Background: an optimization exercise with open tools, aiming at small area. Do not read the settings as production practice.
Only simulation tests tie the RTL to the original design; equivalence was not proved.

==> flow/design.v, too long to show whole: its modules and the start of the top module <==
// module fir_filter: 4239 lines
// module fir_fa: 4 lines
// module fir_ha: 4 lines
module fir_filter (
    input fir_clk,
    input rst_active_low,
    input signed [29:0] data_in,
    output signed [61:0] data_out
);
  // ...
==> flow/run.sh <==
#!/bin/bash
# synth_recipe.tcl (not shown) runs the flow's synth.tcl, then flattens the netlist and writes it again
# the make line also repeats each setting of config.mk as NAME=value (left out here)
make -C /OpenROAD-flow-scripts/flow DESIGN_CONFIG=/design/flow/config.mk WORK_HOME=/design/flow/orfs CLKGATE_MAP_FILE= SYNTH_SCRIPT=/design/flow/synth_recipe.tcl finish
==> flow/config.mk <==
export PLATFORM = sky130hd
export DESIGN_NAME = fir_filter
export DESIGN_NICKNAME = fir_filter
export VERILOG_FILES = /design/flow/design.v
export SDC_FILE = /design/flow/constraint.sdc
export NUM_CORES = 8
export LEC_CHECK = 0
export CAP_MARGIN = 35
export CORE_MARGIN = 2
export CORE_UTILIZATION = 60
export CTS_BUF_LIST = sky130_fd_sc_hd__clkbuf_8
export CTS_CLUSTER_SIZE = 20
export SLEW_MARGIN = 35
export SYNTH_HIERARCHICAL = 1
==> flow/constraint.sdc <==
create_clock -name core_clock -period 10.0 [get_ports {fir_clk}]
set_input_delay 2.0000 -clock core_clock [delete_from_list [all_inputs] [get_ports {fir_clk}]]
set_output_delay 2.0000 -clock core_clock [all_outputs]
set_load 0.01 [all_outputs]
==> summary.md, run 1 <==
| Metric | Value |
|---|---|
| Max Cap Viol | 0 |
| Global route total overflow | 0 |
| Most common flop cell mapped by yosys | dfxtp_1 |
| Number of non-clock inverters | 641 |
| Crit-path leading delay family | adder cells |
| Fin area | 95000 sq um |
| H-tree levels | 5 |
| Multi-input combinational area share | 0.539 |
| GP Congestion | 0.998 |
| Vias in the first global route | 47000 |
| Most frequent cells in the layout | fa_1, dfxtp_1, inv_1, clkbuf_8, ha_1 |
| DR iter-0 viols | 3699 |
| TritonCTS clock tree | yes |
| Layout net count | 7989 |
| Worst min-delay path startpoint | n4155_d1 |
| Worst Reg2Reg Path Length in Cells | 17 |
| Leading cell kind | multi-input gates |
| Area of the multi-input gates | 51200 sq um |
| Worst setup SP type | register |
| Outcome | no timing/DRC/antenna violations |
| Cell with the most instances after synthesis | fa_1 |
| Seq cells post-synth | 1629 |
| Std cell rows | 139 |
==> run 2: changes to the inputs <==
--- a/flow/config.mk
+++ b/flow/config.mk
@@ -7,8 +7,6 @@
 export LEC_CHECK = 0
 export CAP_MARGIN = 35
 export CORE_MARGIN = 2
-export CORE_UTILIZATION = 60
-export CTS_BUF_LIST = sky130_fd_sc_hd__clkbuf_8
-export CTS_CLUSTER_SIZE = 20
+export CORE_UTILIZATION = 40
 export SLEW_MARGIN = 35
 export SYNTH_HIERARCHICAL = 1
==> run 2 against run 1 <==
Effect of this change:
- still clean on timing, DRC and antenna
- sequential share of layout area decreased by 0.63 points
- die area increased by 49%
- critical path depth unchanged
- critical endpoint is now n6312_d1
==> summary.md, run 2 <==
| Metric | Value |
|---|---|
| Crit share post-route | 0.881 (about the same) |
| H-tree levels | 4 (was 5) |
| TritonCTS clock tree | yes (unchanged) |
| Worst path required time | 10720 ps (was 10820 ps) |
| Global-route wire length before repair | 374 mm (was 359 mm) |
| Cell variety after synth | 8 (unchanged) |
| Initial antenna violation count | 4 (was 16) |
| Syn Nets | 7657 (unchanged) |
| IO Count | 94 (unchanged) |
| Crit path buffers/inverters | 0 (unchanged) |
| Largest net degree at the start of global routing | 18 (unchanged) |
| Min cycle time layout | 8810 ps (about the same) |
| CP max FO | 3 (unchanged) |
| Most common flop cell mapped by yosys | dfxtp_1 (unchanged) |
| Post-CTS Setup Repair Bufs | 0 (unchanged) |
| Post-synthesis sequential area ratio | 0.377 (unchanged) |
| Syn. warnings | 7 (unchanged) |
| Setup violations, final | 0 (unchanged) |
| Die width | 469 um (was 384 um) |
| Layout net count | 7875 (was 7989) |
| PnR worst setup slack | 1190 ps (about the same) |
| Pre-CTS setup slack | 1190 ps (was 1260 ps) |
| CP Class | register to register (unchanged) |
| Final core utilization | 0.450 (was 0.662) |
| Via-to-Cell Ratio | 4.70 (was 5.40) |
| Worst-Skew Late Latency | 850 ps (was 1020 ps) |
| Hold crit path type | register to register (unchanged) |
| Max Cap Viol | 0 (unchanged) |
| Clk buf depth | 3 (was 4) |
| Final HPWL DP | 241 mm (was 228 mm) |
| Hold Violations, Final | 0 (unchanged) |
| Crit-path slowest cell | fa_1 (unchanged) |
| Cell Area, Synth | 86600 sq um (unchanged) |
| Die Y | 469 um (was 384 um) |
| DP Area | 90700 sq um (was 89600 sq um) |
| Fin Setup TNS | 0 ps (unchanged) |
| Top cell type's share of synthesized area | 0.553 (unchanged) |
| Top cell types by occurrence after synthesis | fa_1, dfxtp_1, inv_1 (unchanged) |
| DRC | 0 (unchanged) |
| Commonest non-fill, non-tap cell in the layout | fa_1 (unchanged) |
| CP cell instances | fa_1, fa_1, fa_1, fa_1, fa_1, fa_1, fa_1, fa_1, fa_1, fa_1, fa_1, fa_1, fa_1, fa_1, fa_1, fa_1, fa_1 (unchanged) |
| Vias in the first global route | 45600 (was 47000) |
| Achievable Freq | 0.114 GHz (about the same) |
| CTS sink count | 1629 (unchanged) |
| Final ANT Viol Nets | 0 (unchanged) |
| CTS Hold Bufs | 0 (unchanged) |
| Clock skew | 52.7 ps (was 95.9 ps) |
| Worst-Margin Slew | 843 ps (was 899 ps) |
| Global route total overflow | 0 (unchanged) |
| Cell with the most instances after synthesis | fa_1 (unchanged) |
| Slew HR | 0.437 (was 0.400) |
| Worst R2R Setup Slack | 1190 ps (about the same) |
| Largest cells by area after synthesis | fa_1, dfxtp_1, ha_1 (unchanged) |
| Drt first pass iters | 7 (unchanged) |
| DR iter-0 viols | 3110 (was 3699) |
| Max-slew violation count | 0 (unchanged) |
| CP arrival | 9530 ps (was 9630 ps) |
| Total wire length | 266 mm (was 253 mm) |
| Most frequent cells in the layout | fa_1, dfxtp_1, inv_1, ha_1, clkbuf_16 (was fa_1, dfxtp_1, inv_1, clkbuf_8, ha_1) |
| Root Driver | clkbuf_16 (was clkbuf_8) |
| Layout cells sized above 1 | 0.0540 (was 0.0729) |
| Async set-reset flop share out of synthesis | 0 (unchanged) |
| Crit-path leading delay family | adder cells (unchanged) |
| CTS clk-pin slew, worst paths | 70 ps (was 60 ps) |
| CP max stage delay | 770 ps (was 880 ps) |
| Synth Instances | 4977 (unchanged) |
| CP Capture Type | register (unchanged) |
| CTS buffer count | 172 (was 283) |
| Via count | 38400 (was 40000) |
| GP Congestion | 0.952 (was 0.998) |
| Seq cells post-synth | 1629 (unchanged) |
| Worst setup SP type | register (unchanged) |
| Mean post-synth cell area | 17.4 sq um (unchanged) |
| WL/cell | 32.6 um (was 34.2 um) |
| RSZ-0062 raised after global routing | false (unchanged) |
| Cell mode on critical path | fa_1 (unchanged) |
| Fin area | 96700 sq um (was 95000 sq um) |
| Initial core utilization | 0.403 (was 0.603) |
| EDFF count, synth | 0 (unchanged) |
| Core ar. | 215000 sq um (was 143000 sq um) |
| Port Buffers | 92 (unchanged) |
| Synth area leader | fa_1 (unchanged) |
| Synthesis-to-finish area growth | 11.7% (was 9.66%) |
| Outcome | no timing/DRC/antenna violations (unchanged) |
| Die area | 220000 sq um (was 147000 sq um) |
| Post-CTS Resized | 0 (unchanged) |
| GRT Util Overall | 0.252 (was 0.366) |
| Std cell rows | 170 (was 139) |
[run 2: cell counts after synthesis]
Identical to the previous run, type by type.
[run 2: cell families (layout without fill, tap and decap cells)]
family	after synthesis	count (layout)	synth area share
other	0	2	0
buffers and inverters	690	1048	0.0320
flip-flops	1629	1629	0.377
XOR/XNOR	10	10	0.00117
adder cells (fa/ha/maj)	2648	2648	0.590
[run 2: worst paths after layout]
| check | start | depth (start not counted) | end |
|---|---|---|---|
| setup / recovery | X0[10] | 17 | n6312_d1 |
| hold / removal | n4936_d1 | 0 | n4936_d2 |
| setup reg to reg | X0[10] | 17 | n6312_d1 |
| hold reg to reg | n4936_d1 | 0 | n4936_d2 |
[run 2: per-layer routing]
layer  vias to the layer above  global-route usage  part of all wire
li1                      15200                   -                 -
met1                     21800               0.361              0.44
met2                      1123               0.403              0.48
met3                       282              0.0384             0.048
met4                         0              0.0680             0.028
met5                         -                   0                 0
[run 2: area by class of cell]
| class | instances | area, sq um |
|---|---|---|
| Clock buffer | 234 | 4910 |
| Inverter | 641 | 2410 |
| Antenna cell | 2 | 5.00 |
| Sequential cell | 1629 | 32600 |
| Clock inverter | 80 | 1110 |
| Timing Repair Buffer | 93 | 928 |
| Multi-Input combinational cell | 2658 | 51200 |
| Tap cell | 2838 | 3550 |
| Fill cell | 18800 | 118000 |
[run 2: per-stage QoR]
step	instances	hold WS, ps
finish	8175	321
global route	8173	325
CTS	8173	320
detailed placement	7859	312
global placement	7859	310
floorplan	4977	310
[run 2: per-module statistics from Yosys (local to each module, per instance)]
module      cells  times used  flops+latches  cell area, sq um
fir_fa          1        2394              0              20.0
fir_ha          1         139              0              12.5
fir_filter   2444           1           1629             36900
[run 2: worst register-to-register path, delay by kind of cell (launching register included)]
| family | cells | cell delay (ps) |
|---|---|---|
| flip-flops | 1 | 410 |
| adder cells (fa/ha/maj) | 17 | 8250 |

-- what the ideal ports hide --
The flow's constraints put no driver on any port. The routed layouts listed below were extracted and timed again, unchanged, in two steps. Step 1 (the two cells are an assumption about what drives the block):
set clk [get_ports {fir_clk}]
set_driving_cell -lib_cell sky130_fd_sc_hd__clkbuf_16 $clk
set_driving_cell -lib_cell sky130_fd_sc_hd__buf_2 [delete_from_list [all_inputs] $clk]
Step 2 also shifts input and output timing later by t, the mid clock arrival at the registers, as if the neighbouring blocks saw the same clock. Three values: ideal, step 1, step 2; two values: the first two.
run | t (ns) | setup WS [ns] | worst register clock-pin slew, ns
run 1 | 1.038 | 1.194 / 1.194 / 1.194 | 0.07 / 0.07
run 2 | 0.920 | 1.193 / 1.193 / 1.193 | 0.07 / 0.07
After both steps setup and hold are still met in every run listed.
